Context: an optimization exercise on an open-source flow, tuned for small area, a short achievable clock period and few clock cycles. The choices shown serve that exercise and are no tape-out recipe.
No activity file was given, so power comes from the tool's default toggle rates.

==> job 9140 <==
Design powlib_xbar_top, start of the top module:
module powlib_xbar_top(clk,rst,wrdatas,wraddrs,wrvlds,wrrdys,rddatas,rdaddrs,rdvlds,rdrdys);
==> module powlib_xbar_top, before the edit <==
module powlib_xbar_top(clk,rst,wrdatas,wraddrs,wrvlds,wrrdys,rddatas,rdaddrs,rdvlds,rdrdys);
  localparam                       B_WRS = 4;
  localparam                       B_RDS = 3;
  localparam                       B_AW  = 2;
  localparam                       B_DW  = 8;
  input     wire                   clk;
  input     wire                   rst;
  input     wire [B_WRS*B_DW-1:0]  wrdatas;
  input     wire [B_WRS*B_AW-1:0]  wraddrs;
  input     wire [B_WRS-1:0]       wrvlds;
  output    wire [B_WRS-1:0]       wrrdys;
  output    wire [B_RDS*B_DW-1:0]  rddatas;
  output    wire [B_RDS*B_AW-1:0]  rdaddrs;
  output    wire [B_RDS-1:0]       rdvlds;
  input     wire [B_RDS-1:0]       rdrdys;
  reg  [B_RDS-1:0]      vld_q;            
  reg  [B_RDS*B_DW-1:0] dat_q;            
  reg                   a0_q;             
  reg  [B_WRS-1:0]      top_q;            
  wire [B_WRS-1:0]      dec [0:B_RDS-1];  
  wire [B_WRS-1:0]      req [0:B_RDS-1];  
  wire [B_WRS-1:0]      gnt [0:B_RDS-1];  
  wire [B_WRS-1:0]      blk [0:B_RDS-1];  
  wire [B_RDS-1:0]      acc;              
  wire [B_RDS-1:0]      ld;
  wire [B_WRS*B_WRS-1:0] pri;
  genvar i, j, k;
  for (k=0; k<B_WRS; k=k+1) begin : g_pk
    for (i=0; i<B_WRS; i=i+1) begin : g_pi
      if (k==i) begin : g_same
        assign pri[k*B_WRS+i] = 1'b0;
      end else begin : g_other
        wire [B_WRS-1:0] m;
        for (j=0; j<B_WRS; j=j+1) begin : g_m
          assign m[j] = (((j-i-1+2*B_WRS)%B_WRS) <= ((k-i-1+2*B_WRS)%B_WRS)) ? top_q[j] : 1'b0;
        end
        assign pri[k*B_WRS+i] = |m;
      end
    end
  end
  for (i=0; i<B_WRS; i=i+1) begin : g_wr
    wire [1:0] a = wraddrs[i*B_AW+:B_AW];
    assign dec[0][i] =  a[1] &  a[0];
    assign dec[1][i] =  a[1] & ~a[0];
    assign dec[2][i] = ~a[1];
    assign req[0][i] = wrvlds[i] & dec[0][i];
    assign req[1][i] = wrvlds[i] & dec[1][i];
    assign req[2][i] = wrvlds[i] & dec[2][i];
    assign wrrdys[i] = (dec[0][i] & acc[0] & ~blk[0][i]) |
                       (dec[1][i] & acc[1] & ~blk[1][i]) |
                       (dec[2][i] & acc[2] & ~blk[2][i]);
  end
  for (j=0; j<B_RDS; j=j+1) begin : g_rd
    for (i=0; i<B_WRS; i=i+1) begin : g_blk
      wire [B_WRS-1:0] b;
      for (k=0; k<B_WRS; k=k+1) begin : g_b
        assign b[k] = req[j][k] & pri[k*B_WRS+i];
      end
      assign blk[j][i] = |b;
      assign gnt[j][i] = req[j][i] & ~blk[j][i];
    end
    assign acc[j] = ~vld_q[j] | rdrdys[j];
    assign ld[j]  = acc[j] & (|req[j]);
    wire [B_DW-1:0] d = ({B_DW{gnt[j][0]}} & wrdatas[0*B_DW+:B_DW]) |
                        ({B_DW{gnt[j][1]}} & wrdatas[1*B_DW+:B_DW]) |
                        ({B_DW{gnt[j][2]}} & wrdatas[2*B_DW+:B_DW]) |
                        ({B_DW{gnt[j][3]}} & wrdatas[3*B_DW+:B_DW]);
    always @(posedge clk) begin
      if (rst)
        vld_q[j] <= 1'b0;
      else if (acc[j])
        vld_q[j] <= |req[j];
      if (ld[j])
        dat_q[j*B_DW+:B_DW] <= d;
    end
    assign rddatas[j*B_DW+:B_DW] = dat_q[j*B_DW+:B_DW];
    assign rdvlds[j]             = vld_q[j];
  end
  always @(posedge clk) begin
    if (rst)
      top_q <= 4'b0001;
    else
      top_q <= {top_q[B_WRS-2:0], top_q[B_WRS-1]};
    if (ld[2])
      a0_q <= (gnt[2][0] & wraddrs[0]) | (gnt[2][1] & wraddrs[2]) |
              (gnt[2][2] & wraddrs[4]) | (gnt[2][3] & wraddrs[6]);
  end
  assign rdaddrs = {1'b0, a0_q, 2'b10, 2'b11};
endmodule
export LEC_CHECK = 0
export CAP_MARGIN = 20
export CORE_MARGIN = 2
export CORE_UTILIZATION = 40
export SETUP_SLACK_MARGIN = 1.5
export SLEW_MARGIN = 20
create_clock -name core_clock -period 3.6 [get_ports {clk}]
run.sh (not shown) runs the stock make flow with config.mk's settings and CLKGATE_MAP_FILE= SYNTH_SCRIPT=/design/flow/synth_recipe.tcl, a recipe that flattens the netlist after the stock synthesis.
==> job 6782: changes against job 9140 <==
==> flow/design.v (replaced) <==
`timescale 1ns / 1ps
module powlib_xbar_top(clk,rst,wrdatas,wraddrs,wrvlds,wrrdys,rddatas,rdaddrs,rdvlds,rdrdys);
  localparam                       B_WRS = 4;
  localparam                       B_RDS = 3;
  localparam                       B_AW  = 2;
  localparam                       B_DW  = 8;
  localparam                       B_NP  = B_WRS*(B_WRS-1)/2;
  input     wire                   clk;
  input     wire                   rst;
  input     wire [B_WRS*B_DW-1:0]  wrdatas;
  input     wire [B_WRS*B_AW-1:0]  wraddrs;
  input     wire [B_WRS-1:0]       wrvlds;
  output    wire [B_WRS-1:0]       wrrdys;
  output    wire [B_RDS*B_DW-1:0]  rddatas;
  output    wire [B_RDS*B_AW-1:0]  rdaddrs;
  output    wire [B_RDS-1:0]       rdvlds;
  input     wire [B_RDS-1:0]       rdrdys;
  reg  [B_RDS-1:0]      vld_q;            
  reg  [B_RDS*B_DW-1:0] dat_q;            
  reg                   a0_q;             
  reg  [B_NP-1:0]       pri_q;            
  wire [B_RDS-1:0]      dec [0:B_WRS-1];  
  wire [B_RDS-1:0]      req [0:B_WRS-1];  
  wire [B_RDS-1:0]      nbk [0:B_WRS-1];  
  wire [B_RDS-1:0]      tk  [0:B_WRS-1];  
  wire [B_WRS-1:0]      tkr [0:B_RDS-1];  
  wire [B_RDS-1:0]      acc;              
  wire [B_RDS-1:0]      hold;             
  wire [B_WRS*B_WRS-1:0] pri;
  genvar i, j, k;
  for (k=0; k<B_WRS; k=k+1) begin : g_pk
    for (i=0; i<B_WRS; i=i+1) begin : g_pi
      if (k==i) begin : g_eq
        assign pri[k*B_WRS+i] = 1'b0;
      end else if (k<i) begin : g_lt
        assign pri[k*B_WRS+i] = pri_q[(k*(2*B_WRS-1-k))/2+i-k-1];
      end else begin : g_gt
        assign pri[k*B_WRS+i] = ~pri_q[(i*(2*B_WRS-1-i))/2+k-i-1];
      end
    end
  end
  always @(posedge clk) begin : p_pri
    integer pk, pi;
    for (pk=0; pk<B_WRS; pk=pk+1)
      for (pi=pk+1; pi<B_WRS; pi=pi+1)
        if (rst)
          pri_q[(pk*(2*B_WRS-1-pk))/2+pi-pk-1] <= 1'b1;
        else
          pri_q[(pk*(2*B_WRS-1-pk))/2+pi-pk-1] <= pri[((pk+B_WRS-1)%B_WRS)*B_WRS+((pi+B_WRS-1)%B_WRS)];
  end
  for (j=0; j<B_RDS; j=j+1) begin : g_acc
    assign acc[j]  = ~vld_q[j] | rdrdys[j];
    assign hold[j] = ~acc[j];
  end
  for (i=0; i<B_WRS; i=i+1) begin : g_wr
    powlib_xbar_dec dec_inst (
      .vld(wrvlds[i]),.addr(wraddrs[i*B_AW+:B_AW]),.dec(dec[i]),.req(req[i]));
    for (j=0; j<B_RDS; j=j+1) begin : g_rd
      wire [B_WRS-2:0] oreq;
      wire [B_WRS-2:0] opri;
      for (k=0; k<B_WRS-1; k=k+1) begin : g_o
        assign oreq[k] = req[(i+1+k)%B_WRS][j];
        assign opri[k] = pri[((i+1+k)%B_WRS)*B_WRS+i];
      end
      powlib_xbar_nblk nblk_inst (.req(oreq),.pri(opri),.nblk(nbk[i][j]));
      assign tk[i][j]  = req[i][j] & nbk[i][j] & acc[j];
      assign tkr[j][i] = tk[i][j];
    end
    powlib_xbar_rdy rdy_inst (.dec(dec[i]),.acc(acc),.nblk(nbk[i]),.rdy(wrrdys[i]));
  end
  for (j=0; j<B_RDS; j=j+1) begin : g_rd
    wire [B_DW-1:0] d;
    powlib_xbar_dmux #(.W(B_DW)) dmux_inst (
      .sel({hold[j], tkr[j]}),
      .din({dat_q[j*B_DW+:B_DW], wrdatas}),
      .dout(d));
    always @(posedge clk) begin
      if (rst)
        vld_q[j] <= 1'b0;
      else
        vld_q[j] <= hold[j] | req[0][j] | req[1][j] | req[2][j] | req[3][j];
      dat_q[j*B_DW+:B_DW] <= d;
    end
    assign rddatas[j*B_DW+:B_DW] = dat_q[j*B_DW+:B_DW];
    assign rdvlds[j]             = vld_q[j];
  end
  always @(posedge clk) begin
    a0_q <= (tk[0][2] & wraddrs[0]) | (tk[1][2] & wraddrs[2]) |
            (tk[2][2] & wraddrs[4]) | (tk[3][2] & wraddrs[6]) | (hold[2] & a0_q);
  end
  assign rdaddrs = {1'b0, a0_q, 2'b10, 2'b11};
endmodule
module powlib_xbar_dec(vld,addr,dec,req);
  input  wire       vld;
  input  wire [1:0] addr;
  output wire [2:0] dec;
  output wire [2:0] req;
  assign dec[0] =  addr[1] &  addr[0];
  assign dec[1] =  addr[1] & ~addr[0];
  assign dec[2] = ~addr[1];
  assign req    = {3{vld}} & dec;
endmodule
module powlib_xbar_nblk(req,pri,nblk);
  input  wire [2:0] req;
  input  wire [2:0] pri;
  output wire       nblk;
  assign nblk = ~|(req & pri);
endmodule
module powlib_xbar_rdy(dec,acc,nblk,rdy);
  input  wire [2:0] dec;
  input  wire [2:0] acc;
  input  wire [2:0] nblk;
  output wire       rdy;
  assign rdy = |(dec & acc & nblk);
endmodule
module powlib_xbar_dmux(sel,din,dout);
  parameter                W = 8;
  parameter                N = 5;
  input  wire [N-1:0]      sel;
  input  wire [N*W-1:0]    din;
  output wire [W-1:0]      dout;
  genvar b, n;
  for (b=0; b<W; b=b+1) begin : g_bit
    wire [N-1:0] t;
    for (n=0; n<N; n=n+1) begin : g_word
      assign t[n] = sel[n] & din[n*W+b];
    end
    assign dout[b] = |t;
  end
endmodule
==> flow/flow/run.sh (new file) <==
#!/bin/bash
# Standard layout, except that the port buffers are the smallest plain
# buffer (the resizer upsizes the ones on critical paths) instead of the
# delay buffer buffer_ports picks by default.
set -euo pipefail
export BUFFER_PORTS_ARGS="-buffer_cell sky130_fd_sc_hd__buf_1"
bash standard.sh > standard.log 2>&1
==> flow/standard.sh (new file) <==
#!/bin/bash
# synth_recipe.tcl (not shown) runs the flow's synth.tcl, then flattens the netlist and writes it again
# the make line also repeats each setting of config.mk as NAME=value (left out here)
make -C /OpenROAD-flow-scripts/flow DESIGN_CONFIG=/design/flow/config.mk WORK_HOME=/design/flow/orfs CLKGATE_MAP_FILE= SYNTH_SCRIPT=/design/flow/synth_recipe.tcl "${@:-finish}"
- SETUP_SLACK_MARGIN: 1.5 -> 1.0
- SYNTH_HIERARCHICAL: default -> 1
- SYNTH_MINIMUM_KEEP_SIZE: default -> 0
removed: flow/run.sh
==> job 7633: changes against job 9140 <==
--- a/flow/design.v
+++ b/flow/design.v
@@ -19,9 +19,10 @@
   reg                   a0_q;             
-  reg  [B_WRS-1:0]      top_q;            
+  localparam            B_NP = B_WRS*(B_WRS-1)/2;
+  reg  [B_NP-1:0]       pri_q;            
   wire [B_WRS-1:0]      dec [0:B_RDS-1];  
   wire [B_WRS-1:0]      req [0:B_RDS-1];  
-  wire [B_WRS-1:0]      gnt [0:B_RDS-1];  
+  wire [B_WRS-1:0]      tk  [0:B_RDS-1];  
   wire [B_WRS-1:0]      blk [0:B_RDS-1];  
   wire [B_RDS-1:0]      acc;              
-  wire [B_RDS-1:0]      ld;
+  wire [B_RDS-1:0]      hold;             
   wire [B_WRS*B_WRS-1:0] pri;
@@ -30,12 +31,19 @@
     for (i=0; i<B_WRS; i=i+1) begin : g_pi
-      if (k==i) begin : g_same
+      if (k==i) begin : g_eq
         assign pri[k*B_WRS+i] = 1'b0;
-      end else begin : g_other
-        wire [B_WRS-1:0] m;
-        for (j=0; j<B_WRS; j=j+1) begin : g_m
-          assign m[j] = (((j-i-1+2*B_WRS)%B_WRS) <= ((k-i-1+2*B_WRS)%B_WRS)) ? top_q[j] : 1'b0;
-        end
-        assign pri[k*B_WRS+i] = |m;
+      end else if (k<i) begin : g_lt
+        assign pri[k*B_WRS+i] = pri_q[(k*(2*B_WRS-1-k))/2+i-k-1];
+      end else begin : g_gt
+        assign pri[k*B_WRS+i] = ~pri_q[(i*(2*B_WRS-1-i))/2+k-i-1];
       end
     end
+  end
+  always @(posedge clk) begin : p_pri
+    integer pk, pi;
+    for (pk=0; pk<B_WRS; pk=pk+1)
+      for (pi=pk+1; pi<B_WRS; pi=pi+1)
+        if (rst)
+          pri_q[(pk*(2*B_WRS-1-pk))/2+pi-pk-1] <= 1'b1;
+        else
+          pri_q[(pk*(2*B_WRS-1-pk))/2+pi-pk-1] <= pri[((pk+B_WRS-1)%B_WRS)*B_WRS+((pi+B_WRS-1)%B_WRS)];
   end
@@ -60,10 +68,11 @@
       assign blk[j][i] = |b;
-      assign gnt[j][i] = req[j][i] & ~blk[j][i];
+      assign tk[j][i]  = req[j][i] & ~blk[j][i] & acc[j];
     end
-    assign acc[j] = ~vld_q[j] | rdrdys[j];
-    assign ld[j]  = acc[j] & (|req[j]);
-    wire [B_DW-1:0] d = ({B_DW{gnt[j][0]}} & wrdatas[0*B_DW+:B_DW]) |
-                        ({B_DW{gnt[j][1]}} & wrdatas[1*B_DW+:B_DW]) |
-                        ({B_DW{gnt[j][2]}} & wrdatas[2*B_DW+:B_DW]) |
-                        ({B_DW{gnt[j][3]}} & wrdatas[3*B_DW+:B_DW]);
+    assign acc[j]  = ~vld_q[j] | rdrdys[j];
+    assign hold[j] = ~acc[j];
+    wire [B_DW-1:0] d = ({B_DW{tk[j][0]}} & wrdatas[0*B_DW+:B_DW]) |
+                        ({B_DW{tk[j][1]}} & wrdatas[1*B_DW+:B_DW]) |
+                        ({B_DW{tk[j][2]}} & wrdatas[2*B_DW+:B_DW]) |
+                        ({B_DW{tk[j][3]}} & wrdatas[3*B_DW+:B_DW]) |
+                        ({B_DW{hold[j]}}  & dat_q[j*B_DW+:B_DW]);
     always @(posedge clk) begin
@@ -71,6 +80,5 @@
         vld_q[j] <= 1'b0;
-      else if (acc[j])
-        vld_q[j] <= |req[j];
-      if (ld[j])
-        dat_q[j*B_DW+:B_DW] <= d;
+      else
+        vld_q[j] <= hold[j] | (|req[j]);
+      dat_q[j*B_DW+:B_DW] <= d;
     end
@@ -80,9 +88,4 @@
   always @(posedge clk) begin
-    if (rst)
-      top_q <= 4'b0001;
-    else
-      top_q <= {top_q[B_WRS-2:0], top_q[B_WRS-1]};
-    if (ld[2])
-      a0_q <= (gnt[2][0] & wraddrs[0]) | (gnt[2][1] & wraddrs[2]) |
-              (gnt[2][2] & wraddrs[4]) | (gnt[2][3] & wraddrs[6]);
+    a0_q <= (tk[2][0] & wraddrs[0]) | (tk[2][1] & wraddrs[2]) |
+            (tk[2][2] & wraddrs[4]) | (tk[2][3] & wraddrs[6]) | (hold[2] & a0_q);
   end
==> flow/flow/run.sh (new file) <==
#!/bin/bash
# Standard layout, except that the port buffers are the smallest plain
# buffer (the resizer upsizes the ones on critical paths) instead of the
# delay buffer buffer_ports picks by default.
set -euo pipefail
export BUFFER_PORTS_ARGS="-buffer_cell sky130_fd_sc_hd__buf_1"
bash standard.sh > standard.log 2>&1
==> flow/standard.sh (new file) <==
#!/bin/bash
# synth_recipe.tcl (not shown) runs the flow's synth.tcl, then flattens the netlist and writes it again
# the make line also repeats each setting of config.mk as NAME=value (left out here)
make -C /OpenROAD-flow-scripts/flow DESIGN_CONFIG=/design/flow/config.mk WORK_HOME=/design/flow/orfs CLKGATE_MAP_FILE= SYNTH_SCRIPT=/design/flow/synth_recipe.tcl "${@:-finish}"
- SETUP_SLACK_MARGIN: 1.5 -> 1.0
removed: flow/run.sh
==> job 5922: changes against job 9140 <==
- ABC_CLOCK_PERIOD_IN_PS: default -> 1000
==> summary.txt <==
Layout non-clock buf frac: job 6782 17.44%; job 7633 20.08%; job 9140 28.44%; job 5922 28.44%
Maximum fanout encountered on the critical timing path: job 6782 6; job 7633 12; job 9140 7; job 5922 7
Minimum clock period after layout: job 6782 2.615 ns; job 7633 2.629 ns; job 9140 2.567 ns; job 5922 2.567 ns
Sequential logic power: job 6782 0.443 mW; job 7633 0.447 mW; job 9140 0.466 mW; job 5922 0.466 mW
Setup slack after layout: job 6782 0.9847 ns; job 7633 0.9713 ns; job 9140 1.033 ns; job 5922 1.033 ns
Met1 track demand over resource: job 6782 34.10%; job 7633 38.97%; job 9140 32.58%; job 5922 32.58%
Die outline width: job 6782 73.29 um; job 7633 82.60 um; job 9140 78.43 um; job 5922 78.43 um
Number of global-route vias before repair: job 6782 1907; job 7633 3016; job 9140 2394; job 5922 2394
Number of vias in the routed layout: job 6782 2261; job 7633 3132; job 9140 2506; job 5922 2506
Most used cell along the critical path: job 6782 nand3_1; job 7633 buf_2; job 9140 -; job 5922 -
Average wire length per cell after detail routing: job 6782 18.94 um; job 7633 21.16 um; job 9140 19.30 um; job 5922 19.30 um
Synthesized-area fraction occupied by ao, oa, aoi and oai cells: job 6782 28.93%; job 7633 21.06%; job 9140 21.57%; job 5922 21.57%
Number of optimization iterations in the first detailed-route pass: job 6782 10; job 7633 6; job 9140 6; job 5922 6
Final clock-cell share: job 6782 4.615%; job 7633 2.919%; job 9140 3.001%; job 5922 3.001%
Run status: job 6782 timing/DRC/antenna clean; job 7633 timing/DRC/antenna clean; job 9140 timing/DRC/antenna clean; job 5922 timing/DRC/antenna clean
Number of non-clock buffers in the layout: job 6782 86; job 7633 120; job 9140 109; job 5922 109
Endpoint of the lowest-slack register-to-register path: job 6782 dat_q[21]; job 7633 dat_q[9]; job 9140 dat_q[7]; job 5922 dat_q[7]
Leading register cell type out of synthesis: job 6782 dfxtp_1; job 7633 dfxtp_1; job 9140 edfxtp_1; job 5922 edfxtp_1
Area of the die: job 6782 5371 um^2; job 7633 6823 um^2; job 9140 6151 um^2; job 5922 6151 um^2
No run of this note included a check of the RTL's function; only the layout flow was run.

[separate check: timing with driven ports]
The results above use ideal ports. As a check the final layouts listed here were re-extracted and re-timed, cells and wires unchanged. Step 1, drivers: a clkbuf_16 drives clk and a buf_2 each remaining input, both assumed. Step 2, shift: input delay + t, output delay - t, t = (earliest + latest rising clock arrival at the registers) / 2. This alone moves slack from input paths to output paths. Slacks: ideal / step 1 / step 2; pairs: ideal / step 1.
run | shift t [ns] | setup slack, ns | worst register clock-pin slew, ns | worst slew at a driven data input, ns
job 9140 | 0.306 | 1.033 / 0.992 / 0.992 | 0.07 / 0.07 | 0.06
job 6782 | 0.303 | 0.985 / 0.961 / 0.961 | 0.07 / 0.07 | 0.04
job 7633 | 0.322 | 0.971 / 0.947 / 0.947 | 0.08 / 0.08 | 0.04
job 5922 | 0.306 | 1.033 / 0.992 / 0.992 | 0.07 / 0.07 | 0.06
After both steps setup and hold are still met in every run listed.
